This design comes from an exercise in tuning for small area, a short achievable clock period and few clock cycles on the open sky130 flow, not from production work.
At most, simulation tests tie the RTL to the original design; equivalence was not proved.
For run 1, only the layout was checked, not whether the RTL still works.
Power figures rest on the tool's default switching activity, not on a simulated workload.

==> flow/design.v (outline; a module is shown in full before it is edited, if it fits) <==
// module alu_unit: 912 lines
module alu_unit(
    input clk,
    input rst,
    input in_valid,
    output in_ready,
    input [15:0] a,
    input [15:0] b,
    input [2:0] op,
    output reg out_valid,
    output reg [15:0] r
    );
  // ...
==> flow/flow/run.sh <==
#!/bin/bash
# Layout flow: the standard flow, except that synthesis maps with the
# ABC script in flow/abc_area.script (area-oriented mapping, no ABC
# buffering/upsizing; the resizer later fixes timing on the placed design).
# Then: buf_1 port buffers, clkbuf_8 clock buffers, and the resizer asked
# to leave 55 ns of setup slack. Each part logs to its own file.
set -e
rm -rf scripts_abc
cp -r "$FLOW_HOME/scripts" scripts_abc
cp flow/abc_area.script scripts_abc/abc_area.script
A=("BUFFER_PORTS_ARGS=-buffer_cell sky130_fd_sc_hd__buf_1" CTS_BUF_LIST=sky130_fd_sc_hd__clkbuf_8 SETUP_SLACK_MARGIN=55 )
bash standard.sh "${A[@]}" SCRIPTS_DIR=$PWD/scripts_abc synth > synth.log 2>&1
bash standard.sh "${A[@]}" finish > standard.log 2>&1
==> flow/flow/abc_area.script <==
strash
dch
amap
strash
dch
amap
topo
stime -c
==> flow/standard.sh <==
#!/bin/bash
# synth_recipe.tcl (not shown) runs the flow's synth.tcl, then flattens the netlist and writes it again
# the make line also repeats each setting of config.mk as NAME=value (left out here)
make -C /OpenROAD-flow-scripts/flow DESIGN_CONFIG=/design/flow/config.mk WORK_HOME=/design/flow/orfs CLKGATE_MAP_FILE= SYNTH_SCRIPT=/design/flow/synth_recipe.tcl "${@:-finish}"
==> flow/config.mk <==
export PLATFORM = sky130hd
export DESIGN_NAME = alu_unit
export DESIGN_NICKNAME = alu_unit
export VERILOG_FILES = /design/flow/design.v
export SDC_FILE = /design/flow/constraint.sdc
export NUM_CORES = 4
export LEC_CHECK = 0
export ABC_AREA = 1
export CAP_MARGIN = 20
export CORE_MARGIN = 2
export CORE_UTILIZATION = 40
export SLEW_MARGIN = 20
==> flow/constraint.sdc <==
create_clock -name core_clock -period 70.0 [get_ports {clk}]
set_input_delay 14.0000 -clock core_clock [delete_from_list [all_inputs] [get_ports {clk}]]
set_output_delay 14.0000 -clock core_clock [all_outputs]
set_load 0.01 [all_outputs]
==> results.txt, run 1 <==
- FF/Latch Area: 2930 um^2
- Worst r2r dst: x1[14]$_DFF_P_
- Fin area: 10400 um^2
- CP Depth: 1
- Top cells by area, synth: dfxtp_1 (32%), fa_1 (18%), ha_1 (14%), a21oi_1 (5.5%), clkinv_1 (5.3%)
- Die Height: 155 um
- R2R Setup Slk: 56200 ps
- Setup TNS: 0 ps
- Hold Crit Depth: 0
- Largest family of logic cells by synthesized area: adder cells
- Synthesized area: 9080 um^2
- Status: timing/DRC/antenna clean
- H-tree levels: 4
- CP delay by family, top: flip-flops
- Worst-skew pair later-pin latency: 470 ps
- Hold_buf cts: 0
- Post-Syn Instances: 976
- Buffers excl. clock: 78
- Routed wl met2: 11100 um
- Fin. max-slew vios: 0
- Comb group: 115 uW
- Worst min path class: reg2reg
- Relative slew slack: 50.9%
- CP max stage delay: 370 ps
- Pwr per Cell Area: 27.1 nW/um^2
- Inverter count: 130
- Largest cell class: multi-input combinational cells
- Clock buffers: 17
- Final setup viols: 0
- Placed cell count: 1324
==> inputs of run 2 (changes only) <==
--- a/flow/design.v
+++ b/flow/design.v
@@ -19,16 +19,18 @@
     b_q <= b;
     op_q <= op;
     v0 <= in_valid & ~rst;
 end
 wire mul0 = op_q == 3'd3;
 wire div0 = op_q == 3'd4;
 wire add0 = op_q == 3'd1;
 wire sub0 = op_q == 3'd2;
+wire [2:0] k0 = ~v0 ? 3'b000 : div0 ? 3'b100 : sub0 ? 3'b101 :
+                mul0 ? 3'b110 : add0 ? 3'b111 : 3'b001;
 wire [15:0] y0 = b_q ^ {16{div0 | sub0}};
 wire [15:0] x0 = {a_q[15:9] & {7{~mul0}}, a_q[8:0]};
 wire [1:0] s15;
 wire g15_0_0 = (x0[15] & y0[0]) | ((div0 | sub0) & (x0[15] ^ y0[0]));
 wire p15_0_0 = x0[15] ^ y0[0];
 assign s15[0] = p15_0_0 ^ (div0 | sub0);
 assign s15[1] = g15_0_0;
 wire sel15 = mul0 ? a_q[15] : (div0 & s15[1] & &y0[15:1]);
@@ -70,20 +72,20 @@
 wire g12_2_2 = x_13[14] & y0[2];
 wire p12_2_2 = x_13[14] ^ y0[2];
 wire g12_3_3 = x_13[15] & y0[3];
 wire p12_3_3 = x_13[15] ^ y0[3];
 wire g12_1_0 = g12_1_1 | (p12_1_1 & g12_0_0);
 wire p12_1_0 = p12_1_1 & p12_0_0;
 wire g12_3_2 = g12_3_3 | (p12_3_3 & g12_2_2);
 wire p12_3_2 = p12_3_3 & p12_2_2;
-wire g12_3_0 = g12_3_2 | (p12_3_2 & g12_1_0);
-wire p12_3_0 = p12_3_2 & p12_1_0;
 wire g12_2_0 = g12_2_2 | (p12_2_2 & g12_1_0);
 wire p12_2_0 = p12_2_2 & p12_1_0;
+wire g12_3_0 = g12_3_2 | (p12_3_2 & g12_1_0);
+wire p12_3_0 = p12_3_2 & p12_1_0;
 assign s12[0] = p12_0_0 ^ (div0 | sub0);
 assign s12[1] = p12_1_1 ^ g12_0_0;
 assign s12[2] = p12_2_2 ^ g12_1_0;
 assign s12[3] = p12_3_3 ^ g12_2_0;
 assign s12[4] = g12_3_0;
 wire sel12 = mul0 ? a_q[12] : (div0 & s12[4] & &y0[15:4]);
 wire [15:0] x_12 = sel12 ? {s12[3:0], x_13[11:0]} : x_13;
 wire [5:0] s11;
@@ -96,20 +98,20 @@
 wire g11_3_3 = x_12[14] & y0[3];
 wire p11_3_3 = x_12[14] ^ y0[3];
 wire g11_4_4 = x_12[15] & y0[4];
 wire p11_4_4 = x_12[15] ^ y0[4];
 wire g11_1_0 = g11_1_1 | (p11_1_1 & g11_0_0);
 wire p11_1_0 = p11_1_1 & p11_0_0;
 wire g11_3_2 = g11_3_3 | (p11_3_3 & g11_2_2);
 wire p11_3_2 = p11_3_3 & p11_2_2;
-wire g11_3_0 = g11_3_2 | (p11_3_2 & g11_1_0);
-wire p11_3_0 = p11_3_2 & p11_1_0;
 wire g11_2_0 = g11_2_2 | (p11_2_2 & g11_1_0);
 wire p11_2_0 = p11_2_2 & p11_1_0;
+wire g11_3_0 = g11_3_2 | (p11_3_2 & g11_1_0);
+wire p11_3_0 = p11_3_2 & p11_1_0;
 wire g11_4_0 = g11_4_4 | (p11_4_4 & g11_3_0);
 wire p11_4_0 = p11_4_4 & p11_3_0;
 assign s11[0] = p11_0_0 ^ (div0 | sub0);
 assign s11[1] = p11_1_1 ^ g11_0_0;
 assign s11[2] = p11_2_2 ^ g11_1_0;
 assign s11[3] = p11_3_3 ^ g11_2_0;
 assign s11[4] = p11_4_4 ^ g11_3_0;
 assign s11[5] = g11_4_0;
@@ -129,24 +131,24 @@
 wire g10_5_5 = x_11[15] & y0[5];
 wire p10_5_5 = x_11[15] ^ y0[5];
 wire g10_1_0 = g10_1_1 | (p10_1_1 & g10_0_0);
 wire p10_1_0 = p10_1_1 & p10_0_0;
 wire g10_3_2 = g10_3_3 | (p10_3_3 & g10_2_2);
 wire p10_3_2 = p10_3_3 & p10_2_2;
 wire g10_5_4 = g10_5_5 | (p10_5_5 & g10_4_4);
 wire p10_5_4 = p10_5_5 & p10_4_4;
-wire g10_3_0 = g10_3_2 | (p10_3_2 & g10_1_0);
-wire p10_3_0 = p10_3_2 & p10_1_0;
-wire g10_5_0 = g10_5_4 | (p10_5_4 & g10_3_0);
-wire p10_5_0 = p10_5_4 & p10_3_0;
 wire g10_2_0 = g10_2_2 | (p10_2_2 & g10_1_0);
 wire p10_2_0 = p10_2_2 & p10_1_0;
+wire g10_3_0 = g10_3_2 | (p10_3_2 & g10_1_0);
+wire p10_3_0 = p10_3_2 & p10_1_0;
 wire g10_4_0 = g10_4_4 | (p10_4_4 & g10_3_0);
 wire p10_4_0 = p10_4_4 & p10_3_0;
+wire g10_5_0 = g10_5_4 | (p10_5_4 & g10_3_0);
+wire p10_5_0 = p10_5_4 & p10_3_0;
 assign s10[0] = p10_0_0 ^ (div0 | sub0);
 assign s10[1] = p10_1_1 ^ g10_0_0;
 assign s10[2] = p10_2_2 ^ g10_1_0;
 assign s10[3] = p10_3_3 ^ g10_2_0;
 assign s10[4] = p10_4_4 ^ g10_3_0;
 assign s10[5] = p10_5_5 ^ g10_4_0;
 assign s10[6] = g10_5_0;
 wire sel10 = mul0 ? a_q[10] : (div0 & s10[6] & &y0[15:6]);
@@ -167,49 +169,52 @@
 wire g9_6_6 = x_10[15] & y0[6];
 wire p9_6_6 = x_10[15] ^ y0[6];
 wire g9_1_0 = g9_1_1 | (p9_1_1 & g9_0_0);
 wire p9_1_0 = p9_1_1 & p9_0_0;
 wire g9_3_2 = g9_3_3 | (p9_3_3 & g9_2_2);
 wire p9_3_2 = p9_3_3 & p9_2_2;
 wire g9_5_4 = g9_5_5 | (p9_5_5 & g9_4_4);
 wire p9_5_4 = p9_5_5 & p9_4_4;
-wire g9_3_0 = g9_3_2 | (p9_3_2 & g9_1_0);
-wire p9_3_0 = p9_3_2 & p9_1_0;
-wire g9_5_0 = g9_5_4 | (p9_5_4 & g9_3_0);
-wire p9_5_0 = p9_5_4 & p9_3_0;
 wire g9_2_0 = g9_2_2 | (p9_2_2 & g9_1_0);
 wire p9_2_0 = p9_2_2 & p9_1_0;
+wire g9_3_0 = g9_3_2 | (p9_3_2 & g9_1_0);
+wire p9_3_0 = p9_3_2 & p9_1_0;
+wire g9_6_4 = g9_6_6 | (p9_6_6 & g9_5_4);
+wire p9_6_4 = p9_6_6 & p9_5_4;
 wire g9_4_0 = g9_4_4 | (p9_4_4 & g9_3_0);
 wire p9_4_0 = p9_4_4 & p9_3_0;
-wire g9_6_0 = g9_6_6 | (p9_6_6 & g9_5_0);
-wire p9_6_0 = p9_6_6 & p9_5_0;
+wire g9_5_0 = g9_5_4 | (p9_5_4 & g9_3_0);
+wire p9_5_0 = p9_5_4 & p9_3_0;
+wire g9_6_0 = g9_6_4 | (p9_6_4 & g9_3_0);
+wire p9_6_0 = p9_6_4 & p9_3_0;
 assign s9[0] = p9_0_0 ^ (div0 | sub0);
 assign s9[1] = p9_1_1 ^ g9_0_0;
 assign s9[2] = p9_2_2 ^ g9_1_0;
 assign s9[3] = p9_3_3 ^ g9_2_0;
 assign s9[4] = p9_4_4 ^ g9_3_0;
 assign s9[5] = p9_5_5 ^ g9_4_0;
 assign s9[6] = p9_6_6 ^ g9_5_0;
 assign s9[7] = g9_6_0;
 wire sel9 = mul0 ? a_q[9] : (div0 & s9[7] & &y0[15:7]);
 wire [15:0] x_9 = sel9 ? {s9[6:0], x_10[8:0]} : x_10;
 reg [15:0] x1, y1;
 reg [15:9] q1;
-reg mul1, div1, add1, sub1, v1;
+reg [2:0] k1;
 always @(posedge clk) begin
     x1 <= x_9;
     y1 <= y0;
     q1 <= {sel15, sel14, sel13, sel12, sel11, sel10, sel9};
-    mul1 <= mul0;
-    div1 <= div0;
-    add1 <= add0;
-    sub1 <= sub0;
-    v1 <= v0 & ~rst;
+    k1 <= rst ? 3'd0 : k0;
 end
+wire mul1 = k1 == 3'b110;
+wire div1 = k1 == 3'b100;
+wire add1 = k1 == 3'b111;
+wire sub1 = k1 == 3'b101;
+wire v1 = |k1;
 wire xl8 = ~mul1 & x1[8];
 wire [8:0] s8;
 wire g8_0_0 = (xl8 & y1[0]) | ((div1 | sub1) & (xl8 ^ y1[0]));
 wire p8_0_0 = xl8 ^ y1[0];
 wire g8_1_1 = x1[9] & y1[1];
 wire p8_1_1 = x1[9] ^ y1[1];
 wire g8_2_2 = x1[10] & y1[2];
 wire p8_2_2 = x1[10] ^ y1[2];
@@ -226,30 +231,32 @@
 wire g8_1_0 = g8_1_1 | (p8_1_1 & g8_0_0);
 wire p8_1_0 = p8_1_1 & p8_0_0;
 wire g8_3_2 = g8_3_3 | (p8_3_3 & g8_2_2);
 wire p8_3_2 = p8_3_3 & p8_2_2;
 wire g8_5_4 = g8_5_5 | (p8_5_5 & g8_4_4);
 wire p8_5_4 = p8_5_5 & p8_4_4;
 wire g8_7_6 = g8_7_7 | (p8_7_7 & g8_6_6);
 wire p8_7_6 = p8_7_7 & p8_6_6;
+wire g8_2_0 = g8_2_2 | (p8_2_2 & g8_1_0);
+wire p8_2_0 = p8_2_2 & p8_1_0;
 wire g8_3_0 = g8_3_2 | (p8_3_2 & g8_1_0);
 wire p8_3_0 = p8_3_2 & p8_1_0;
+wire g8_6_4 = g8_6_6 | (p8_6_6 & g8_5_4);
+wire p8_6_4 = p8_6_6 & p8_5_4;
 wire g8_7_4 = g8_7_6 | (p8_7_6 & g8_5_4);
 wire p8_7_4 = p8_7_6 & p8_5_4;
-wire g8_7_0 = g8_7_4 | (p8_7_4 & g8_3_0);
-wire p8_7_0 = p8_7_4 & p8_3_0;
-wire g8_5_0 = g8_5_4 | (p8_5_4 & g8_3_0);
-wire p8_5_0 = p8_5_4 & p8_3_0;
-wire g8_2_0 = g8_2_2 | (p8_2_2 & g8_1_0);
-wire p8_2_0 = p8_2_2 & p8_1_0;
 wire g8_4_0 = g8_4_4 | (p8_4_4 & g8_3_0);
 wire p8_4_0 = p8_4_4 & p8_3_0;
-wire g8_6_0 = g8_6_6 | (p8_6_6 & g8_5_0);
-wire p8_6_0 = p8_6_6 & p8_5_0;
+wire g8_5_0 = g8_5_4 | (p8_5_4 & g8_3_0);
+wire p8_5_0 = p8_5_4 & p8_3_0;
+wire g8_6_0 = g8_6_4 | (p8_6_4 & g8_3_0);
+wire p8_6_0 = p8_6_4 & p8_3_0;
+wire g8_7_0 = g8_7_4 | (p8_7_4 & g8_3_0);
+wire p8_7_0 = p8_7_4 & p8_3_0;
 assign s8[0] = p8_0_0 ^ (div1 | sub1);
 assign s8[1] = p8_1_1 ^ g8_0_0;
 assign s8[2] = p8_2_2 ^ g8_1_0;
 assign s8[3] = p8_3_3 ^ g8_2_0;
 assign s8[4] = p8_4_4 ^ g8_3_0;
 assign s8[5] = p8_5_5 ^ g8_4_0;
 assign s8[6] = p8_6_6 ^ g8_5_0;
 assign s8[7] = p8_7_7 ^ g8_6_0;
@@ -279,30 +286,32 @@
 wire g7_1_0 = g7_1_1 | (p7_1_1 & g7_0_0);
 wire p7_1_0 = p7_1_1 & p7_0_0;
 wire g7_3_2 = g7_3_3 | (p7_3_3 & g7_2_2);
 wire p7_3_2 = p7_3_3 & p7_2_2;
 wire g7_5_4 = g7_5_5 | (p7_5_5 & g7_4_4);
 wire p7_5_4 = p7_5_5 & p7_4_4;
 wire g7_7_6 = g7_7_7 | (p7_7_7 & g7_6_6);
 wire p7_7_6 = p7_7_7 & p7_6_6;
+wire g7_2_0 = g7_2_2 | (p7_2_2 & g7_1_0);
+wire p7_2_0 = p7_2_2 & p7_1_0;
 wire g7_3_0 = g7_3_2 | (p7_3_2 & g7_1_0);
 wire p7_3_0 = p7_3_2 & p7_1_0;
+wire g7_6_4 = g7_6_6 | (p7_6_6 & g7_5_4);
+wire p7_6_4 = p7_6_6 & p7_5_4;
 wire g7_7_4 = g7_7_6 | (p7_7_6 & g7_5_4);
 wire p7_7_4 = p7_7_6 & p7_5_4;
-wire g7_7_0 = g7_7_4 | (p7_7_4 & g7_3_0);
-wire p7_7_0 = p7_7_4 & p7_3_0;
-wire g7_5_0 = g7_5_4 | (p7_5_4 & g7_3_0);
-wire p7_5_0 = p7_5_4 & p7_3_0;
-wire g7_2_0 = g7_2_2 | (p7_2_2 & g7_1_0);
-wire p7_2_0 = p7_2_2 & p7_1_0;
 wire g7_4_0 = g7_4_4 | (p7_4_4 & g7_3_0);
 wire p7_4_0 = p7_4_4 & p7_3_0;
-wire g7_6_0 = g7_6_6 | (p7_6_6 & g7_5_0);
-wire p7_6_0 = p7_6_6 & p7_5_0;
+wire g7_5_0 = g7_5_4 | (p7_5_4 & g7_3_0);
+wire p7_5_0 = p7_5_4 & p7_3_0;
+wire g7_6_0 = g7_6_4 | (p7_6_4 & g7_3_0);
+wire p7_6_0 = p7_6_4 & p7_3_0;
+wire g7_7_0 = g7_7_4 | (p7_7_4 & g7_3_0);
+wire p7_7_0 = p7_7_4 & p7_3_0;
 wire g7_8_0 = g7_8_8 | (p7_8_8 & g7_7_0);
 wire p7_8_0 = p7_8_8 & p7_7_0;
 assign s7[0] = p7_0_0 ^ (div1 | sub1);
 assign s7[1] = p7_1_1 ^ g7_0_0;
 assign s7[2] = p7_2_2 ^ g7_1_0;
 assign s7[3] = p7_3_3 ^ g7_2_0;
 assign s7[4] = p7_4_4 ^ g7_3_0;
 assign s7[5] = p7_5_5 ^ g7_4_0;
@@ -339,34 +348,36 @@
 wire g6_3_2 = g6_3_3 | (p6_3_3 & g6_2_2);
 wire p6_3_2 = p6_3_3 & p6_2_2;
 wire g6_5_4 = g6_5_5 | (p6_5_5 & g6_4_4);
 wire p6_5_4 = p6_5_5 & p6_4_4;
 wire g6_7_6 = g6_7_7 | (p6_7_7 & g6_6_6);
 wire p6_7_6 = p6_7_7 & p6_6_6;
 wire g6_9_8 = g6_9_9 | (p6_9_9 & g6_8_8);
 wire p6_9_8 = p6_9_9 & p6_8_8;
+wire g6_2_0 = g6_2_2 | (p6_2_2 & g6_1_0);
+wire p6_2_0 = p6_2_2 & p6_1_0;
 wire g6_3_0 = g6_3_2 | (p6_3_2 & g6_1_0);
 wire p6_3_0 = p6_3_2 & p6_1_0;
+wire g6_6_4 = g6_6_6 | (p6_6_6 & g6_5_4);
+wire p6_6_4 = p6_6_6 & p6_5_4;
 wire g6_7_4 = g6_7_6 | (p6_7_6 & g6_5_4);
 wire p6_7_4 = p6_7_6 & p6_5_4;
-wire g6_7_0 = g6_7_4 | (p6_7_4 & g6_3_0);
-wire p6_7_0 = p6_7_4 & p6_3_0;
-wire g6_5_0 = g6_5_4 | (p6_5_4 & g6_3_0);
-wire p6_5_0 = p6_5_4 & p6_3_0;
-wire g6_9_0 = g6_9_8 | (p6_9_8 & g6_7_0);
-wire p6_9_0 = p6_9_8 & p6_7_0;
-wire g6_2_0 = g6_2_2 | (p6_2_2 & g6_1_0);
-wire p6_2_0 = p6_2_2 & p6_1_0;
 wire g6_4_0 = g6_4_4 | (p6_4_4 & g6_3_0);
 wire p6_4_0 = p6_4_4 & p6_3_0;
-wire g6_6_0 = g6_6_6 | (p6_6_6 & g6_5_0);
-wire p6_6_0 = p6_6_6 & p6_5_0;
+wire g6_5_0 = g6_5_4 | (p6_5_4 & g6_3_0);
+wire p6_5_0 = p6_5_4 & p6_3_0;
+wire g6_6_0 = g6_6_4 | (p6_6_4 & g6_3_0);
+wire p6_6_0 = p6_6_4 & p6_3_0;
+wire g6_7_0 = g6_7_4 | (p6_7_4 & g6_3_0);
+wire p6_7_0 = p6_7_4 & p6_3_0;
 wire g6_8_0 = g6_8_8 | (p6_8_8 & g6_7_0);
 wire p6_8_0 = p6_8_8 & p6_7_0;
+wire g6_9_0 = g6_9_8 | (p6_9_8 & g6_7_0);
+wire p6_9_0 = p6_9_8 & p6_7_0;
 assign s6[0] = p6_0_0 ^ (div1 | sub1);
 assign s6[1] = p6_1_1 ^ g6_0_0;
 assign s6[2] = p6_2_2 ^ g6_1_0;
 assign s6[3] = p6_3_3 ^ g6_2_0;
 assign s6[4] = p6_4_4 ^ g6_3_0;
 assign s6[5] = p6_5_5 ^ g6_4_0;
 assign s6[6] = p6_6_6 ^ g6_5_0;
 assign s6[7] = p6_7_7 ^ g6_6_0;
@@ -404,36 +415,40 @@
 wire g5_3_2 = g5_3_3 | (p5_3_3 & g5_2_2);
 wire p5_3_2 = p5_3_3 & p5_2_2;
 wire g5_5_4 = g5_5_5 | (p5_5_5 & g5_4_4);
 wire p5_5_4 = p5_5_5 & p5_4_4;
 wire g5_7_6 = g5_7_7 | (p5_7_7 & g5_6_6);
 wire p5_7_6 = p5_7_7 & p5_6_6;
 wire g5_9_8 = g5_9_9 | (p5_9_9 & g5_8_8);
 wire p5_9_8 = p5_9_9 & p5_8_8;
+wire g5_2_0 = g5_2_2 | (p5_2_2 & g5_1_0);
+wire p5_2_0 = p5_2_2 & p5_1_0;
 wire g5_3_0 = g5_3_2 | (p5_3_2 & g5_1_0);
 wire p5_3_0 = p5_3_2 & p5_1_0;
+wire g5_6_4 = g5_6_6 | (p5_6_6 & g5_5_4);
+wire p5_6_4 = p5_6_6 & p5_5_4;
 wire g5_7_4 = g5_7_6 | (p5_7_6 & g5_5_4);
 wire p5_7_4 = p5_7_6 & p5_5_4;
-wire g5_7_0 = g5_7_4 | (p5_7_4 & g5_3_0);
-wire p5_7_0 = p5_7_4 & p5_3_0;
-wire g5_5_0 = g5_5_4 | (p5_5_4 & g5_3_0);
-wire p5_5_0 = p5_5_4 & p5_3_0;
-wire g5_9_0 = g5_9_8 | (p5_9_8 & g5_7_0);
-wire p5_9_0 = p5_9_8 & p5_7_0;
-wire g5_2_0 = g5_2_2 | (p5_2_2 & g5_1_0);
-wire p5_2_0 = p5_2_2 & p5_1_0;
+wire g5_10_8 = g5_10_10 | (p5_10_10 & g5_9_8);
+wire p5_10_8 = p5_10_10 & p5_9_8;
 wire g5_4_0 = g5_4_4 | (p5_4_4 & g5_3_0);
 wire p5_4_0 = p5_4_4 & p5_3_0;
-wire g5_6_0 = g5_6_6 | (p5_6_6 & g5_5_0);
-wire p5_6_0 = p5_6_6 & p5_5_0;
+wire g5_5_0 = g5_5_4 | (p5_5_4 & g5_3_0);
+wire p5_5_0 = p5_5_4 & p5_3_0;
+wire g5_6_0 = g5_6_4 | (p5_6_4 & g5_3_0);
+wire p5_6_0 = p5_6_4 & p5_3_0;
+wire g5_7_0 = g5_7_4 | (p5_7_4 & g5_3_0);
+wire p5_7_0 = p5_7_4 & p5_3_0;
 wire g5_8_0 = g5_8_8 | (p5_8_8 & g5_7_0);
 wire p5_8_0 = p5_8_8 & p5_7_0;
-wire g5_10_0 = g5_10_10 | (p5_10_10 & g5_9_0);
-wire p5_10_0 = p5_10_10 & p5_9_0;
+wire g5_9_0 = g5_9_8 | (p5_9_8 & g5_7_0);
+wire p5_9_0 = p5_9_8 & p5_7_0;
+wire g5_10_0 = g5_10_8 | (p5_10_8 & g5_7_0);
+wire p5_10_0 = p5_10_8 & p5_7_0;
 assign s5[0] = p5_0_0 ^ (div1 | sub1);
 assign s5[1] = p5_1_1 ^ g5_0_0;
 assign s5[2] = p5_2_2 ^ g5_1_0;
 assign s5[3] = p5_3_3 ^ g5_2_0;
 assign s5[4] = p5_4_4 ^ g5_3_0;
 assign s5[5] = p5_5_5 ^ g5_4_0;
 assign s5[6] = p5_6_6 ^ g5_5_0;
 assign s5[7] = p5_7_7 ^ g5_6_0;
@@ -476,40 +491,44 @@
 wire g4_5_4 = g4_5_5 | (p4_5_5 & g4_4_4);
 wire p4_5_4 = p4_5_5 & p4_4_4;
 wire g4_7_6 = g4_7_7 | (p4_7_7 & g4_6_6);
 wire p4_7_6 = p4_7_7 & p4_6_6;
 wire g4_9_8 = g4_9_9 | (p4_9_9 & g4_8_8);
 wire p4_9_8 = p4_9_9 & p4_8_8;
 wire g4_11_10 = g4_11_11 | (p4_11_11 & g4_10_10);
 wire p4_11_10 = p4_11_11 & p4_10_10;
+wire g4_2_0 = g4_2_2 | (p4_2_2 & g4_1_0);
+wire p4_2_0 = p4_2_2 & p4_1_0;
 wire g4_3_0 = g4_3_2 | (p4_3_2 & g4_1_0);
 wire p4_3_0 = p4_3_2 & p4_1_0;
+wire g4_6_4 = g4_6_6 | (p4_6_6 & g4_5_4);
+wire p4_6_4 = p4_6_6 & p4_5_4;
 wire g4_7_4 = g4_7_6 | (p4_7_6 & g4_5_4);
 wire p4_7_4 = p4_7_6 & p4_5_4;
+wire g4_10_8 = g4_10_10 | (p4_10_10 & g4_9_8);
+wire p4_10_8 = p4_10_10 & p4_9_8;
 wire g4_11_8 = g4_11_10 | (p4_11_10 & g4_9_8);
 wire p4_11_8 = p4_11_10 & p4_9_8;
-wire g4_7_0 = g4_7_4 | (p4_7_4 & g4_3_0);
-wire p4_7_0 = p4_7_4 & p4_3_0;
-wire g4_11_0 = g4_11_8 | (p4_11_8 & g4_7_0);
-wire p4_11_0 = p4_11_8 & p4_7_0;
-wire g4_5_0 = g4_5_4 | (p4_5_4 & g4_3_0);
-wire p4_5_0 = p4_5_4 & p4_3_0;
-wire g4_9_0 = g4_9_8 | (p4_9_8 & g4_7_0);
-wire p4_9_0 = p4_9_8 & p4_7_0;
-wire g4_2_0 = g4_2_2 | (p4_2_2 & g4_1_0);
-wire p4_2_0 = p4_2_2 & p4_1_0;
 wire g4_4_0 = g4_4_4 | (p4_4_4 & g4_3_0);
 wire p4_4_0 = p4_4_4 & p4_3_0;
-wire g4_6_0 = g4_6_6 | (p4_6_6 & g4_5_0);
-wire p4_6_0 = p4_6_6 & p4_5_0;
+wire g4_5_0 = g4_5_4 | (p4_5_4 & g4_3_0);
+wire p4_5_0 = p4_5_4 & p4_3_0;
+wire g4_6_0 = g4_6_4 | (p4_6_4 & g4_3_0);
+wire p4_6_0 = p4_6_4 & p4_3_0;
+wire g4_7_0 = g4_7_4 | (p4_7_4 & g4_3_0);
+wire p4_7_0 = p4_7_4 & p4_3_0;
 wire g4_8_0 = g4_8_8 | (p4_8_8 & g4_7_0);
 wire p4_8_0 = p4_8_8 & p4_7_0;
-wire g4_10_0 = g4_10_10 | (p4_10_10 & g4_9_0);
-wire p4_10_0 = p4_10_10 & p4_9_0;
+wire g4_9_0 = g4_9_8 | (p4_9_8 & g4_7_0);
+wire p4_9_0 = p4_9_8 & p4_7_0;
+wire g4_10_0 = g4_10_8 | (p4_10_8 & g4_7_0);
+wire p4_10_0 = p4_10_8 & p4_7_0;
+wire g4_11_0 = g4_11_8 | (p4_11_8 & g4_7_0);
+wire p4_11_0 = p4_11_8 & p4_7_0;
 assign s4[0] = p4_0_0 ^ (div1 | sub1);
 assign s4[1] = p4_1_1 ^ g4_0_0;
 assign s4[2] = p4_2_2 ^ g4_1_0;
 assign s4[3] = p4_3_3 ^ g4_2_0;
 assign s4[4] = p4_4_4 ^ g4_3_0;
 assign s4[5] = p4_5_5 ^ g4_4_0;
 assign s4[6] = p4_6_6 ^ g4_5_0;
 assign s4[7] = p4_7_7 ^ g4_6_0;
@@ -517,27 +536,28 @@
 assign s4[9] = p4_9_9 ^ g4_8_0;
 assign s4[10] = p4_10_10 ^ g4_9_0;
 assign s4[11] = p4_11_11 ^ g4_10_0;
 assign s4[12] = g4_11_0;
 wire sel4 = mul1 ? x_5[4] : (div1 & s4[12] & &y1[15:12]);
 wire [15:0] x_4 = sel4 ? {s4[11:0], x_5[3:0]} : x_5;
 reg [15:0] x2, y2;
 reg [15:4] q2;
-reg mul2, div2, add2, sub2, v2;
+reg [2:0] k2;
 always @(posedge clk) begin
     x2 <= x_4;
     y2 <= y1;
     q2 <= {q1[15:9], sel8, sel7, sel6, sel5, sel4};
-    mul2 <= mul1;
-    div2 <= div1;
-    add2 <= add1;
-    sub2 <= sub1;
-    v2 <= v1 & ~rst;
+    k2 <= rst ? 3'd0 : k1;
 end
+wire mul2 = k2 == 3'b110;
+wire div2 = k2 == 3'b100;
+wire add2 = k2 == 3'b111;
+wire sub2 = k2 == 3'b101;
+wire v2 = |k2;
 wire xl3 = ~mul2 & x2[3];
 wire [13:0] s3;
 wire g3_0_0 = (xl3 & y2[0]) | ((div2 | sub2) & (xl3 ^ y2[0]));
 wire p3_0_0 = xl3 ^ y2[0];
 wire g3_1_1 = x2[4] & y2[1];
 wire p3_1_1 = x2[4] ^ y2[1];
 wire g3_2_2 = x2[5] & y2[2];
 wire p3_2_2 = x2[5] ^ y2[2];
@@ -568,42 +588,48 @@
 wire g3_5_4 = g3_5_5 | (p3_5_5 & g3_4_4);
 wire p3_5_4 = p3_5_5 & p3_4_4;
 wire g3_7_6 = g3_7_7 | (p3_7_7 & g3_6_6);
 wire p3_7_6 = p3_7_7 & p3_6_6;
 wire g3_9_8 = g3_9_9 | (p3_9_9 & g3_8_8);
 wire p3_9_8 = p3_9_9 & p3_8_8;
 wire g3_11_10 = g3_11_11 | (p3_11_11 & g3_10_10);
 wire p3_11_10 = p3_11_11 & p3_10_10;
+wire g3_2_0 = g3_2_2 | (p3_2_2 & g3_1_0);
+wire p3_2_0 = p3_2_2 & p3_1_0;
 wire g3_3_0 = g3_3_2 | (p3_3_2 & g3_1_0);
 wire p3_3_0 = p3_3_2 & p3_1_0;
+wire g3_6_4 = g3_6_6 | (p3_6_6 & g3_5_4);
+wire p3_6_4 = p3_6_6 & p3_5_4;
 wire g3_7_4 = g3_7_6 | (p3_7_6 & g3_5_4);
 wire p3_7_4 = p3_7_6 & p3_5_4;
+wire g3_10_8 = g3_10_10 | (p3_10_10 & g3_9_8);
+wire p3_10_8 = p3_10_10 & p3_9_8;
 wire g3_11_8 = g3_11_10 | (p3_11_10 & g3_9_8);
 wire p3_11_8 = p3_11_10 & p3_9_8;
-wire g3_7_0 = g3_7_4 | (p3_7_4 & g3_3_0);
-wire p3_7_0 = p3_7_4 & p3_3_0;
-wire g3_11_0 = g3_11_8 | (p3_11_8 & g3_7_0);
-wire p3_11_0 = p3_11_8 & p3_7_0;
-wire g3_5_0 = g3_5_4 | (p3_5_4 & g3_3_0);
-wire p3_5_0 = p3_5_4 & p3_3_0;
-wire g3_9_0 = g3_9_8 | (p3_9_8 & g3_7_0);
-wire p3_9_0 = p3_9_8 & p3_7_0;
-wire g3_2_0 = g3_2_2 | (p3_2_2 & g3_1_0);
-wire p3_2_0 = p3_2_2 & p3_1_0;
 wire g3_4_0 = g3_4_4 | (p3_4_4 & g3_3_0);
 wire p3_4_0 = p3_4_4 & p3_3_0;
-wire g3_6_0 = g3_6_6 | (p3_6_6 & g3_5_0);
-wire p3_6_0 = p3_6_6 & p3_5_0;
+wire g3_5_0 = g3_5_4 | (p3_5_4 & g3_3_0);
+wire p3_5_0 = p3_5_4 & p3_3_0;
+wire g3_6_0 = g3_6_4 | (p3_6_4 & g3_3_0);
+wire p3_6_0 = p3_6_4 & p3_3_0;
+wire g3_7_0 = g3_7_4 | (p3_7_4 & g3_3_0);
+wire p3_7_0 = p3_7_4 & p3_3_0;
+wire g3_12_8 = g3_12_12 | (p3_12_12 & g3_11_8);
+wire p3_12_8 = p3_12_12 & p3_11_8;
 wire g3_8_0 = g3_8_8 | (p3_8_8 & g3_7_0);
 wire p3_8_0 = p3_8_8 & p3_7_0;
-wire g3_10_0 = g3_10_10 | (p3_10_10 & g3_9_0);
-wire p3_10_0 = p3_10_10 & p3_9_0;
-wire g3_12_0 = g3_12_12 | (p3_12_12 & g3_11_0);
-wire p3_12_0 = p3_12_12 & p3_11_0;
+wire g3_9_0 = g3_9_8 | (p3_9_8 & g3_7_0);
+wire p3_9_0 = p3_9_8 & p3_7_0;
+wire g3_10_0 = g3_10_8 | (p3_10_8 & g3_7_0);
+wire p3_10_0 = p3_10_8 & p3_7_0;
+wire g3_11_0 = g3_11_8 | (p3_11_8 & g3_7_0);
+wire p3_11_0 = p3_11_8 & p3_7_0;
+wire g3_12_0 = g3_12_8 | (p3_12_8 & g3_7_0);
+wire p3_12_0 = p3_12_8 & p3_7_0;
 assign s3[0] = p3_0_0 ^ (div2 | sub2);
 assign s3[1] = p3_1_1 ^ g3_0_0;
 assign s3[2] = p3_2_2 ^ g3_1_0;
 assign s3[3] = p3_3_3 ^ g3_2_0;
 assign s3[4] = p3_4_4 ^ g3_3_0;
 assign s3[5] = p3_5_5 ^ g3_4_0;
 assign s3[6] = p3_6_6 ^ g3_5_0;
 assign s3[7] = p3_7_7 ^ g3_6_0;
@@ -654,44 +680,52 @@
 wire g2_7_6 = g2_7_7 | (p2_7_7 & g2_6_6);
 wire p2_7_6 = p2_7_7 & p2_6_6;
 wire g2_9_8 = g2_9_9 | (p2_9_9 & g2_8_8);
 wire p2_9_8 = p2_9_9 & p2_8_8;
 wire g2_11_10 = g2_11_11 | (p2_11_11 & g2_10_10);
 wire p2_11_10 = p2_11_11 & p2_10_10;
 wire g2_13_12 = g2_13_13 | (p2_13_13 & g2_12_12);
 wire p2_13_12 = p2_13_13 & p2_12_12;
+wire g2_2_0 = g2_2_2 | (p2_2_2 & g2_1_0);
+wire p2_2_0 = p2_2_2 & p2_1_0;
 wire g2_3_0 = g2_3_2 | (p2_3_2 & g2_1_0);
 wire p2_3_0 = p2_3_2 & p2_1_0;
+wire g2_6_4 = g2_6_6 | (p2_6_6 & g2_5_4);
+wire p2_6_4 = p2_6_6 & p2_5_4;
 wire g2_7_4 = g2_7_6 | (p2_7_6 & g2_5_4);
 wire p2_7_4 = p2_7_6 & p2_5_4;
+wire g2_10_8 = g2_10_10 | (p2_10_10 & g2_9_8);
+wire p2_10_8 = p2_10_10 & p2_9_8;
 wire g2_11_8 = g2_11_10 | (p2_11_10 & g2_9_8);
 wire p2_11_8 = p2_11_10 & p2_9_8;
-wire g2_7_0 = g2_7_4 | (p2_7_4 & g2_3_0);
-wire p2_7_0 = p2_7_4 & p2_3_0;
-wire g2_11_0 = g2_11_8 | (p2_11_8 & g2_7_0);
-wire p2_11_0 = p2_11_8 & p2_7_0;
-wire g2_5_0 = g2_5_4 | (p2_5_4 & g2_3_0);
-wire p2_5_0 = p2_5_4 & p2_3_0;
-wire g2_9_0 = g2_9_8 | (p2_9_8 & g2_7_0);
-wire p2_9_0 = p2_9_8 & p2_7_0;
-wire g2_13_0 = g2_13_12 | (p2_13_12 & g2_11_0);
-wire p2_13_0 = p2_13_12 & p2_11_0;
-wire g2_2_0 = g2_2_2 | (p2_2_2 & g2_1_0);
-wire p2_2_0 = p2_2_2 & p2_1_0;
 wire g2_4_0 = g2_4_4 | (p2_4_4 & g2_3_0);
 wire p2_4_0 = p2_4_4 & p2_3_0;
-wire g2_6_0 = g2_6_6 | (p2_6_6 & g2_5_0);
-wire p2_6_0 = p2_6_6 & p2_5_0;
+wire g2_5_0 = g2_5_4 | (p2_5_4 & g2_3_0);
+wire p2_5_0 = p2_5_4 & p2_3_0;
+wire g2_6_0 = g2_6_4 | (p2_6_4 & g2_3_0);
+wire p2_6_0 = p2_6_4 & p2_3_0;
+wire g2_7_0 = g2_7_4 | (p2_7_4 & g2_3_0);
+wire p2_7_0 = p2_7_4 & p2_3_0;
+wire g2_12_8 = g2_12_12 | (p2_12_12 & g2_11_8);
+wire p2_12_8 = p2_12_12 & p2_11_8;
+wire g2_13_8 = g2_13_12 | (p2_13_12 & g2_11_8);
+wire p2_13_8 = p2_13_12 & p2_11_8;
 wire g2_8_0 = g2_8_8 | (p2_8_8 & g2_7_0);
 wire p2_8_0 = p2_8_8 & p2_7_0;
-wire g2_10_0 = g2_10_10 | (p2_10_10 & g2_9_0);
-wire p2_10_0 = p2_10_10 & p2_9_0;
-wire g2_12_0 = g2_12_12 | (p2_12_12 & g2_11_0);
-wire p2_12_0 = p2_12_12 & p2_11_0;
+wire g2_9_0 = g2_9_8 | (p2_9_8 & g2_7_0);
+wire p2_9_0 = p2_9_8 & p2_7_0;
+wire g2_10_0 = g2_10_8 | (p2_10_8 & g2_7_0);
+wire p2_10_0 = p2_10_8 & p2_7_0;
+wire g2_11_0 = g2_11_8 | (p2_11_8 & g2_7_0);
+wire p2_11_0 = p2_11_8 & p2_7_0;
+wire g2_12_0 = g2_12_8 | (p2_12_8 & g2_7_0);
+wire p2_12_0 = p2_12_8 & p2_7_0;
+wire g2_13_0 = g2_13_8 | (p2_13_8 & g2_7_0);
+wire p2_13_0 = p2_13_8 & p2_7_0;
 assign s2[0] = p2_0_0 ^ (div2 | sub2);
 assign s2[1] = p2_1_1 ^ g2_0_0;
 assign s2[2] = p2_2_2 ^ g2_1_0;
 assign s2[3] = p2_3_3 ^ g2_2_0;
 assign s2[4] = p2_4_4 ^ g2_3_0;
 assign s2[5] = p2_5_5 ^ g2_4_0;
 assign s2[6] = p2_6_6 ^ g2_5_0;
 assign s2[7] = p2_7_7 ^ g2_6_0;
@@ -745,46 +779,58 @@
 wire g1_7_6 = g1_7_7 | (p1_7_7 & g1_6_6);
 wire p1_7_6 = p1_7_7 & p1_6_6;
 wire g1_9_8 = g1_9_9 | (p1_9_9 & g1_8_8);
 wire p1_9_8 = p1_9_9 & p1_8_8;
 wire g1_11_10 = g1_11_11 | (p1_11_11 & g1_10_10);
 wire p1_11_10 = p1_11_11 & p1_10_10;
 wire g1_13_12 = g1_13_13 | (p1_13_13 & g1_12_12);
 wire p1_13_12 = p1_13_13 & p1_12_12;
+wire g1_2_0 = g1_2_2 | (p1_2_2 & g1_1_0);
+wire p1_2_0 = p1_2_2 & p1_1_0;
 wire g1_3_0 = g1_3_2 | (p1_3_2 & g1_1_0);
 wire p1_3_0 = p1_3_2 & p1_1_0;
+wire g1_6_4 = g1_6_6 | (p1_6_6 & g1_5_4);
+wire p1_6_4 = p1_6_6 & p1_5_4;
 wire g1_7_4 = g1_7_6 | (p1_7_6 & g1_5_4);
 wire p1_7_4 = p1_7_6 & p1_5_4;
+wire g1_10_8 = g1_10_10 | (p1_10_10 & g1_9_8);
+wire p1_10_8 = p1_10_10 & p1_9_8;
 wire g1_11_8 = g1_11_10 | (p1_11_10 & g1_9_8);
 wire p1_11_8 = p1_11_10 & p1_9_8;
-wire g1_7_0 = g1_7_4 | (p1_7_4 & g1_3_0);
-wire p1_7_0 = p1_7_4 & p1_3_0;
-wire g1_11_0 = g1_11_8 | (p1_11_8 & g1_7_0);
-wire p1_11_0 = p1_11_8 & p1_7_0;
-wire g1_5_0 = g1_5_4 | (p1_5_4 & g1_3_0);
-wire p1_5_0 = p1_5_4 & p1_3_0;
-wire g1_9_0 = g1_9_8 | (p1_9_8 & g1_7_0);
-wire p1_9_0 = p1_9_8 & p1_7_0;
-wire g1_13_0 = g1_13_12 | (p1_13_12 & g1_11_0);
-wire p1_13_0 = p1_13_12 & p1_11_0;
-wire g1_2_0 = g1_2_2 | (p1_2_2 & g1_1_0);
-wire p1_2_0 = p1_2_2 & p1_1_0;
+wire g1_14_12 = g1_14_14 | (p1_14_14 & g1_13_12);
+wire p1_14_12 = p1_14_14 & p1_13_12;
 wire g1_4_0 = g1_4_4 | (p1_4_4 & g1_3_0);
 wire p1_4_0 = p1_4_4 & p1_3_0;
-wire g1_6_0 = g1_6_6 | (p1_6_6 & g1_5_0);
-wire p1_6_0 = p1_6_6 & p1_5_0;
+wire g1_5_0 = g1_5_4 | (p1_5_4 & g1_3_0);
+wire p1_5_0 = p1_5_4 & p1_3_0;
+wire g1_6_0 = g1_6_4 | (p1_6_4 & g1_3_0);
+wire p1_6_0 = p1_6_4 & p1_3_0;
+wire g1_7_0 = g1_7_4 | (p1_7_4 & g1_3_0);
+wire p1_7_0 = p1_7_4 & p1_3_0;
+wire g1_12_8 = g1_12_12 | (p1_12_12 & g1_11_8);
+wire p1_12_8 = p1_12_12 & p1_11_8;
+wire g1_13_8 = g1_13_12 | (p1_13_12 & g1_11_8);
+wire p1_13_8 = p1_13_12 & p1_11_8;
+wire g1_14_8 = g1_14_12 | (p1_14_12 & g1_11_8);
+wire p1_14_8 = p1_14_12 & p1_11_8;
 wire g1_8_0 = g1_8_8 | (p1_8_8 & g1_7_0);
 wire p1_8_0 = p1_8_8 & p1_7_0;
-wire g1_10_0 = g1_10_10 | (p1_10_10 & g1_9_0);
-wire p1_10_0 = p1_10_10 & p1_9_0;
-wire g1_12_0 = g1_12_12 | (p1_12_12 & g1_11_0);
-wire p1_12_0 = p1_12_12 & p1_11_0;
-wire g1_14_0 = g1_14_14 | (p1_14_14 & g1_13_0);
-wire p1_14_0 = p1_14_14 & p1_13_0;
+wire g1_9_0 = g1_9_8 | (p1_9_8 & g1_7_0);
+wire p1_9_0 = p1_9_8 & p1_7_0;
+wire g1_10_0 = g1_10_8 | (p1_10_8 & g1_7_0);
+wire p1_10_0 = p1_10_8 & p1_7_0;
+wire g1_11_0 = g1_11_8 | (p1_11_8 & g1_7_0);
+wire p1_11_0 = p1_11_8 & p1_7_0;
+wire g1_12_0 = g1_12_8 | (p1_12_8 & g1_7_0);
+wire p1_12_0 = p1_12_8 & p1_7_0;
+wire g1_13_0 = g1_13_8 | (p1_13_8 & g1_7_0);
+wire p1_13_0 = p1_13_8 & p1_7_0;
+wire g1_14_0 = g1_14_8 | (p1_14_8 & g1_7_0);
+wire p1_14_0 = p1_14_8 & p1_7_0;
 assign s1[0] = p1_0_0 ^ (div2 | sub2);
 assign s1[1] = p1_1_1 ^ g1_0_0;
 assign s1[2] = p1_2_2 ^ g1_1_0;
 assign s1[3] = p1_3_3 ^ g1_2_0;
 assign s1[4] = p1_4_4 ^ g1_3_0;
 assign s1[5] = p1_5_5 ^ g1_4_0;
 assign s1[6] = p1_6_6 ^ g1_5_0;
 assign s1[7] = p1_7_7 ^ g1_6_0;
@@ -843,52 +889,64 @@
 wire g0_9_8 = g0_9_9 | (p0_9_9 & g0_8_8);
 wire p0_9_8 = p0_9_9 & p0_8_8;
 wire g0_11_10 = g0_11_11 | (p0_11_11 & g0_10_10);
 wire p0_11_10 = p0_11_11 & p0_10_10;
 wire g0_13_12 = g0_13_13 | (p0_13_13 & g0_12_12);
 wire p0_13_12 = p0_13_13 & p0_12_12;
 wire g0_15_14 = g0_15_15 | (p0_15_15 & g0_14_14);
 wire p0_15_14 = p0_15_15 & p0_14_14;
+wire g0_2_0 = g0_2_2 | (p0_2_2 & g0_1_0);
+wire p0_2_0 = p0_2_2 & p0_1_0;
 wire g0_3_0 = g0_3_2 | (p0_3_2 & g0_1_0);
 wire p0_3_0 = p0_3_2 & p0_1_0;
+wire g0_6_4 = g0_6_6 | (p0_6_6 & g0_5_4);
+wire p0_6_4 = p0_6_6 & p0_5_4;
 wire g0_7_4 = g0_7_6 | (p0_7_6 & g0_5_4);
 wire p0_7_4 = p0_7_6 & p0_5_4;
+wire g0_10_8 = g0_10_10 | (p0_10_10 & g0_9_8);
+wire p0_10_8 = p0_10_10 & p0_9_8;
 wire g0_11_8 = g0_11_10 | (p0_11_10 & g0_9_8);
 wire p0_11_8 = p0_11_10 & p0_9_8;
+wire g0_14_12 = g0_14_14 | (p0_14_14 & g0_13_12);
+wire p0_14_12 = p0_14_14 & p0_13_12;
 wire g0_15_12 = g0_15_14 | (p0_15_14 & g0_13_12);
 wire p0_15_12 = p0_15_14 & p0_13_12;
+wire g0_4_0 = g0_4_4 | (p0_4_4 & g0_3_0);
+wire p0_4_0 = p0_4_4 & p0_3_0;
+wire g0_5_0 = g0_5_4 | (p0_5_4 & g0_3_0);
+wire p0_5_0 = p0_5_4 & p0_3_0;
+wire g0_6_0 = g0_6_4 | (p0_6_4 & g0_3_0);
+wire p0_6_0 = p0_6_4 & p0_3_0;
 wire g0_7_0 = g0_7_4 | (p0_7_4 & g0_3_0);
 wire p0_7_0 = p0_7_4 & p0_3_0;
+wire g0_12_8 = g0_12_12 | (p0_12_12 & g0_11_8);
+wire p0_12_8 = p0_12_12 & p0_11_8;
+wire g0_13_8 = g0_13_12 | (p0_13_12 & g0_11_8);
+wire p0_13_8 = p0_13_12 & p0_11_8;
+wire g0_14_8 = g0_14_12 | (p0_14_12 & g0_11_8);
+wire p0_14_8 = p0_14_12 & p0_11_8;
 wire g0_15_8 = g0_15_12 | (p0_15_12 & g0_11_8);
 wire p0_15_8 = p0_15_12 & p0_11_8;
-wire g0_15_0 = g0_15_8 | (p0_15_8 & g0_7_0);
-wire p0_15_0 = p0_15_8 & p0_7_0;
-wire g0_11_0 = g0_11_8 | (p0_11_8 & g0_7_0);
-wire p0_11_0 = p0_11_8 & p0_7_0;
-wire g0_5_0 = g0_5_4 | (p0_5_4 & g0_3_0);
-wire p0_5_0 = p0_5_4 & p0_3_0;
-wire g0_9_0 = g0_9_8 | (p0_9_8 & g0_7_0);
-wire p0_9_0 = p0_9_8 & p0_7_0;
-wire g0_13_0 = g0_13_12 | (p0_13_12 & g0_11_0);
-wire p0_13_0 = p0_13_12 & p0_11_0;
-wire g0_2_0 = g0_2_2 | (p0_2_2 & g0_1_0);
-wire p0_2_0 = p0_2_2 & p0_1_0;
-wire g0_4_0 = g0_4_4 | (p0_4_4 & g0_3_0);
-wire p0_4_0 = p0_4_4 & p0_3_0;
-wire g0_6_0 = g0_6_6 | (p0_6_6 & g0_5_0);
-wire p0_6_0 = p0_6_6 & p0_5_0;
 wire g0_8_0 = g0_8_8 | (p0_8_8 & g0_7_0);
 wire p0_8_0 = p0_8_8 & p0_7_0;
-wire g0_10_0 = g0_10_10 | (p0_10_10 & g0_9_0);
-wire p0_10_0 = p0_10_10 & p0_9_0;
-wire g0_12_0 = g0_12_12 | (p0_12_12 & g0_11_0);
-wire p0_12_0 = p0_12_12 & p0_11_0;
-wire g0_14_0 = g0_14_14 | (p0_14_14 & g0_13_0);
-wire p0_14_0 = p0_14_14 & p0_13_0;
+wire g0_9_0 = g0_9_8 | (p0_9_8 & g0_7_0);
+wire p0_9_0 = p0_9_8 & p0_7_0;
+wire g0_10_0 = g0_10_8 | (p0_10_8 & g0_7_0);
+wire p0_10_0 = p0_10_8 & p0_7_0;
+wire g0_11_0 = g0_11_8 | (p0_11_8 & g0_7_0);
+wire p0_11_0 = p0_11_8 & p0_7_0;
+wire g0_12_0 = g0_12_8 | (p0_12_8 & g0_7_0);
+wire p0_12_0 = p0_12_8 & p0_7_0;
+wire g0_13_0 = g0_13_8 | (p0_13_8 & g0_7_0);
+wire p0_13_0 = p0_13_8 & p0_7_0;
+wire g0_14_0 = g0_14_8 | (p0_14_8 & g0_7_0);
+wire p0_14_0 = p0_14_8 & p0_7_0;
+wire g0_15_0 = g0_15_8 | (p0_15_8 & g0_7_0);
+wire p0_15_0 = p0_15_8 & p0_7_0;
 assign s0[0] = p0_0_0 ^ (div2 | sub2);
 assign s0[1] = p0_1_1 ^ g0_0_0;
 assign s0[2] = p0_2_2 ^ g0_1_0;
 assign s0[3] = p0_3_3 ^ g0_2_0;
 assign s0[4] = p0_4_4 ^ g0_3_0;
 assign s0[5] = p0_5_5 ^ g0_4_0;
 assign s0[6] = p0_6_6 ^ g0_5_0;
 assign s0[7] = p0_7_7 ^ g0_6_0;
==> run 2 against run 1 <==
- largest power group is now registers
- sequential share of layout area rose by 0.15 points
- highest routed layer unchanged
- sequential power fell by 6.5%
- non-clock buffer count rose by 1
==> results.txt, run 2 <==
- Most frequent cells in the layout: dfxtp_1 (139), nor2_1 (117), a21oi_1 (116), clkinv_1 (111), ha_1 (102)
- Maximum VDD drop: 0.0134 mV
- CP Launch Point: r[3]$_DFF_P_
- H-tree levels: 4 (unchanged)
- Synthesized area: 8770 um^2 (-3.4%)
- Pwr per Cell Area: 22.8 nW/um^2 (-16%)
- DP Worst Slack: 54170 ps
- Reg2Reg Launch Point: k2[2]$_SDFF_PP0_
- PortBufs: 54
- Final net count: 1302
- Hold WS: 332 ps
- Ys flop type: dfxtp_1
- Share of cells above drive strength 1: 8.42%
- Pwr Total: 229 uW
- GRT overflow: 0
- Cell variety after synth: 34
- Maximum fanout along the worst path: 1
- Buf+Inv Stages, Crit Path: 1
- EDFF count, synth: 0
- CP max stage cell: dfxtp_1
- Async SR Flop Fraction: 0%
- CP Depth: 1 (unchanged)
- CP delay by family, top: flip-flops
- Path type of the worst setup path: reg2out
- DR DRC count: 0
- Initial core utilization: 40.5%
- Critical Path Source Type: register
- Largest net degree at the start of global routing: 24
- First-pass GRT wire length: 36500 um
- Routed WL: 23000 um
- Relative slew slack: 29.5% (-21 points)
- Die area: 23100 um^2
- Max Clock Freq: 66.9 MHz
- Cell taking the most area after synthesis: dfxtp_1
- Synthesized net count: 1205
- Detail Placement HPWL: 17800 um
- Post-Layout Cell Count: 1396
- Initial antenna violation count: 0
- Worst-case clock buffer depth: 2
- GRT Total Usage: 20.0%
- Placed cell count: 1351 (+2.0%)
- Post-route ant nets: 0
- Hold_sp: a_q[8]$_DFF_P_
- Std cell rows: 54
- Worst setup path endpoint: r[3]
- Worst r2r dst: r[5]$_DFF_P_
- CP Capture Type: output pin
- Register area share after synthesis: 32.4%
- # IOs: 56
- Via/cell ratio: 5.22
- Die Height: 152 um (-1.7%)
- RSZ-0062 raised after global routing: false
- Crit share post-route: 21.4%
- Worst-skew pair later-pin latency: 450 ps (-20 ps)
- Final setup viols: 0 (unchanged)
- CP Data Arrival Time: 960 ps
- Fin. max-slew vios: 0 (unchanged)
- Status: timing/DRC/antenna clean
- Setup TNS: 0 ps (unchanged)
- Clock slew at the register clock pins of the worst setup and hold paths: 90 ps
- R2R Setup Slk: 56330 ps (+130 ps)
- Syn. warnings: 1
- Min Tclk post-route: 14960 ps
- Flops & latches, synth: 142
- Post-synth top cells: dfxtp_1 (142), clkinv_1 (123), a21oi_1 (121)
- Avg Synthesized Cell Area: 8.71 um^2
- Max-Cap Viols: 0
- Core ar.: 21700 um^2
- Clock sinks: 142
- WP data required: 56000 ps
- Leakage: 0.00408 uW
- Worst reg2reg path depth: 82
- Drt initial violations: 351
- Die X-Extent: 152 um
- Worst min path class: reg2reg
- Fin worst setup slack: 55040 ps
- Top-count cell post-synth: dfxtp_1
- Clk_skew: 19.8 ps
- Worst-path cell chain: buf_1
- Top cells by area, synth: dfxtp_1 (32%), ha_1 (15%), fa_1 (13%), a21oi_1 (6.9%), o22ai_1 (5.6%)
- CTS tree: built
- Vias in the first global route: 6855
- P&R area growth vs syn: 14.7%
- Via count: 7293
- Ant diodes: 0
- CTS Buf Count: 17
- Drt wl/cell: 16.5 um
- Routability congestion estimate: 0.910
- Post-Syn Instances: 1007 (+3.2%)
- Clk root buf: clkbuf_8
- Pre-antenna DRT Iters: 4
- Tightest Pin Transition: 1050 ps
- Synth top area share: 32.4%
- Commonest non-fill, non-tap cell in the layout: dfxtp_1
- CP max stage delay: 350 ps (-20 ps)
- Final Hold Violating Endpoints: 0
[run 2: final cells by class]
class	count	area (um^2)
inverter	123	492
fill	2110	11600
clock buffer	18	248
clock inverter	13	130
sequential	142	2850
multi-input combinational	741	5600
tap	280	350
timing repair buffer	79	397
[run 2: where the power goes]
part | total, uW | internal, uW | leakage (uW) | switching [uW]
Combinational | 73.5 | 31.4 | 0.00270 | 42.1
Sequential | 92.4 | 85.7 | 0.00119 | 6.64
Clock | 63.5 | 29.7 | 0.000196 | 33.8
Total | 229 | 147 | 0.00408 | 82.5
[run 2: repair_timing]
action,in CTS,in global routing
pin swaps,0,2
endpoints found under the setup margin,20,40
resized for setup,12,46
buffers inserted,0,14
hold buffers,0,0
[run 2: layer usage]
metal	routed length [um]	track usage, %	up-vias
met5	0	0	-
met4	478	6.45	0
met3	913	3.74	29
met2	10800	32.5	138
met1	10700	27.0	3347
li1	-	-	3779
[run 2: worst min path at each step]
stage                          end  cells after the start
floorplan           q2[10]$_DFF_P_                      0
finish               x1[8]$_DFF_P_                      0
global placement     x1[0]$_DFF_P_                      0
global route        q2[10]$_DFF_P_                      0
CTS                  x1[8]$_DFF_P_                      0
detailed placement   x1[8]$_DFF_P_                      0
[run 2: per-stage QoR]
| step | area [um^2] | utilization [%] |
|---|---|---|
| final | 10100 | 46.4 |
| after global routing | 10100 | 46.4 |
| after CTS | 9810 | 45.2 |
| after detailed placement | 9410 | 43.4 |
| after global placement | 9410 | 43.4 |
| after floorplan | 8770 | - |
[run 2: cells by family after synthesis]
kind of cell | after synthesis | share of synthesized area [%]
AOI/OAI and AO/OA | 341 | 23.1
adders and majority gates | 160 | 27.8
buffers and inverters | 124 | 5.35
DFF | 142 | 32.4
other | 1 | 0.0427
and+or+nand+nor | 239 | 11.3
Testbench counts of run 2, summed over its fixed seeds: cycles 4,032.
==> inputs of run 3 (changes only) <==
==> flow/flow/abc_area.script (replaced) <==
strash
dch
map -a
strash
dch
amap
topo
stime -c
==> run 3 against run 2 <==
- sequential cell count stayed put
- clock power is 16% higher
- synthesized area is 1.4% higher
- sequential share of layout area is 0.94 points lower
- critical path depth stayed put
- hold slack worse by 3.0 ps
- via count is 0.58% higher
- design area is 3.3% higher
- still clean
- first-iteration DRC count is 33% higher
- non-clock buffer count is 7 higher
- global-route usage is 0.24 points lower
- core utilization is 1.2 points higher
==> results.txt, run 3 <==
- Detail Placement HPWL: 18100 um (+1.5%)
- Register area share after synthesis: 32.0% (-0.43 points)
- Post-synth top cells: clkinv_1 (145), dfxtp_1 (142), nor2_1 (108)
- Critical Path Source Type: register
- Final Hold Violating Endpoints: 0 (unchanged)
- Min Tclk post-route: 14930 ps (-26.9 ps)
- RSZ-0062 raised after global routing: true
- Top cells by area, synth: dfxtp_1 (32%), ha_1 (14%), fa_1 (13%), clkinv_1 (6.1%), a21oi_1 (5.3%)
- Die X-Extent: 153 um (+0.66%)
- Multi-input combinational cell area: 5730 um^2 (+2.3%)
- Final setup viols: 0 (unchanged)
- # IOs: 56 (unchanged)
- Leakage: 0.00423 uW (+3.6%)
- Synthesized area: 8890 um^2 (+1.4%)
- Async SR Flop Fraction: 0% (unchanged)
- Max Clock Freq: 67.0 MHz (+0.18%)
- WP data required: 56000 ps (about the same)
- Routed WL: 22900 um (-0.40%)
- R2R Setup Slk: 55980 ps (-350 ps)
- Tightest Pin Transition: 873 ps (-179 ps)
- Reg2Reg Launch Point: k2[2]$_SDFF_PP0_
- Worst reg2reg path depth: 78 (-4.9%)
- Final Util: 47.6% (+1.2 points)
- CP max stage cell: dfxtp_1
- Max-Cap Viols: 0 (unchanged)
- Commonest non-fill, non-tap cell in the layout: dfxtp_1
- Die Height: 153 um (+0.66%)
- Avg Synthesized Cell Area: 8.68 um^2 (-0.33%)
- GRT overflow: 0 (unchanged)
- Via count: 7335 (+0.58%)
- Worst-path cell chain: buf_2
- PortBufs: 54 (unchanged)
- Worst min path class: reg2reg
- Hold_buf cts: 0 (unchanged)
- CP Capture Type: output pin
- Largest net degree at the start of global routing: 21 (-13%)
- Drt initial violations: 466 (+33%)
- Most frequent cells in the layout: dfxtp_1 (140), clkinv_1 (133), nor2_1 (105), ha_1 (102), a21oi_1 (87)
- Flops & latches, synth: 142 (unchanged)
- Pwr per Cell Area: 22.9 nW/um^2 (+0.53%)
- Fillers: 2086 (-1.1%)
- Post-route ant nets: 0 (unchanged)
- H-tree levels: 4 (unchanged)
- Top-count cell post-synth: clkinv_1
- Clock slew at the register clock pins of the worst setup and hold paths: 90 ps (about the same)
- Hold Crit Depth: 0 (unchanged)
- Drt wl/cell: 16.1 um (-2.3%)
- Fin. max-slew vios: 0 (unchanged)
- Buf+Inv Stages, Crit Path: 1 (unchanged)
- Clk_skew: 11.5 ps (-8.30 ps)
- Final net count: 1328 (+2.0%)
- Placed cell count: 1366 (+1.1%)
- CTS Buf Count: 17 (unchanged)
- CP Data Arrival Time: 930 ps (-30 ps)
- Worst-case clock buffer depth: 2 (unchanged)
- Pre-antenna DRT Iters: 5 (+1)
- Maximum VDD drop: 0.0143 mV (+6.4%)
- Initial antenna violation count: 0 (unchanged)
- Synthesized net count: 1222 (+1.4%)
- EDFF count, synth: 0 (unchanged)
- Via/cell ratio: 5.15 (-1.3%)
- Hold_sp: a_q[1]$_DFF_P_
- CP delay by family, top: flip-flops
- Setup TNS: 0 ps (unchanged)
- CP max stage delay: 340 ps (about the same)
- Clk root buf: clkbuf_8
- Cell taking the most area after synthesis: dfxtp_1
- First-pass GRT wire length: 36600 um (+0.21%)
- FF/Latch Area: 2850 um^2 (-0.13%)
- Crit share post-route: 21.3% (-0.038 points)
- Std cell rows: 54 (unchanged)
- Worst Hold End: x1[1]$_DFF_P_
- Vias in the first global route: 6998 (+2.1%)
- Post-Syn Instances: 1024 (+1.7%)
- Initial core utilization: 40.7% (+0.29 points)
- Pwr Total: 238 uW (+3.8%)
- Share of cells above drive strength 1: 10.2% (+1.8 points)
- Worst-skew pair later-pin latency: 450 ps (about the same)
- Ant diodes: 0 (unchanged)
- GRT Total Usage: 19.8% (-0.24 points)
- Status: timing/DRC/antenna clean
- CTS tree: built
- Syn. warnings: 1 (unchanged)
- Die area: 23400 um^2 (+1.3%)
- Synth top area share: 32.0% (-0.43 points)
- Relative slew slack: 41.8% (+12 points)
- Worst r2r dst: r[8]$_DFF_P_
- CP Launch Point: r[9]$_DFF_P_
- Cell variety after synth: 39 (+15%)
- Post-Layout Cell Count: 1423 (+1.9%)
- DR DRC count: 0 (unchanged)
- Path type of the worst setup path: reg2out
- Maximum fanout along the worst path: 1 (unchanged)
- Core ar.: 21800 um^2 (+0.62%)
- P&R area growth vs syn: 16.9%
- Routability congestion estimate: 0.909 (-0.11%)
- Clock sinks: 142 (unchanged)
- Placed Area: 9520 um^2 (+1.3%)
- Ys flop type: dfxtp_1
- Fin area: 10400 um^2 (+3.3%)
-- run 3: cell types whose count changed after synthesis, sizes merged, moves of 6 or more --
cell,delta
a21oi,-27
nor2,-12
o22ai,-9
clkinv,+22
a22o,+6
o22a,-14
o21ai,+16
-- run 3: timing repair --
action | 4_1_cts | 5_1_grt
setup buffers | 3 | 20
endpoints found under the setup margin | 40 | 40
pin swaps | 1 | 7
resized for setup | 20 | 52
cloned | 1 | 1
-- run 3: report_power, final --
part	leakage [uW]	switching [uW]	total, uW	internal (uW)
logic	0.00282	41.0	72.2	31.1
clock network	0.000224	36.3	73.6	37.3
registers	0.00118	6.70	92.4	85.7
-- run 3: kinds of logic (layout without fill, tap and decap cells) --
kind of cell | Yosys count | count (layout) | share of synthesized area [%]
buf+inv | 146 | 264 | 6.21
xor+xnor | 4 | 4 | 0.394
compound gates | 334 | 335 | 22.8
flops | 142 | 142 | 32.0
fa+ha+maj | 160 | 160 | 27.4
other cells | 1 | 1 | 0.0422
simple gates | 237 | 237 | 11.2
-- run 3: worst max path at each step --
stage | to | slack [ps] | depth (start not counted)
4_1_cts | r[5] | 55010 | 1
3_3_place_gp | x1[15]$_DFF_P_ | 54470 | 61
6_report | r[9] | 55070 | 1
5_1_grt | x1[15]$_DFF_P_ | 54850 | 64
2_1_floorplan | r[5]$_DFF_P_ | 55230 | 79
3_5_place_dp | r[9]$_DFF_P_ | 54000 | 82
-- run 3: metal layers --
layer,track usage [%],routed length [um],vias up
li1,-,-,3809
met1,27.2,10800,3327
met2,31.7,10600,167
met3,3.88,993,32
met4,5.51,486,0
met5,0,0,-
-- run 3: layout make-up --
| type | instances | area share (%) |
|---|---|---|
| Timing Repair inverter | 1 | 0.0722 |
| Tap cell | 280 | 3.37 |
| Multi-Input combinational cell | 737 | 55.1 |
| Clock buffer | 17 | 2.25 |
| Clock inverter | 15 | 2.01 |
| Timing Repair Buffer | 86 | 4.32 |
| Inverter | 145 | 5.49 |
| Sequential cell | 142 | 27.4 |
-- run 3: metrics by stage --
stage / worst slack (ps) / hold slack, ps
CTS: 55010 / 332
floorplan: 55230 / 310
global route: 54850 / 337
detailed placement: 54000 / 312
global placement: 54470 / 312
finish: 55070 / 329

-- afterwards: timing with drivers on the ports --
The flow's constraints put no driver on any port. The routed layouts listed below were extracted and timed again, unchanged, in two steps.
Step 1: set_driving_cell puts a clkbuf_16 on clk and a buf_2 on each other input, an assumption about the parent block.
Step 2 times the ports against the registers' clock, not the clock port: input delays grow and output delays shrink by t, the midpoint of the rising clock arrivals with the driver on.
a / b / c = ideal ports / drivers / drivers and shift; a / b = the first two.
run	t (ns)	setup WS [ns]	hold WS [ns]	worst register clock-pin slew, ns	cell pins on the clock port's net
run 1	0.498	55.032 / 54.995 / 55.493	0.332 / 0.332 / 0.332	0.10 / 0.10	1
run 2	0.476	55.043 / 55.004 / 55.337	0.332 / 0.332 / 0.332	0.09 / 0.09	1
run 3	0.480	55.070 / 55.031 / 55.220	0.329 / 0.329 / 0.329	0.09 / 0.09	1
After both steps setup and hold are still met in every run listed.
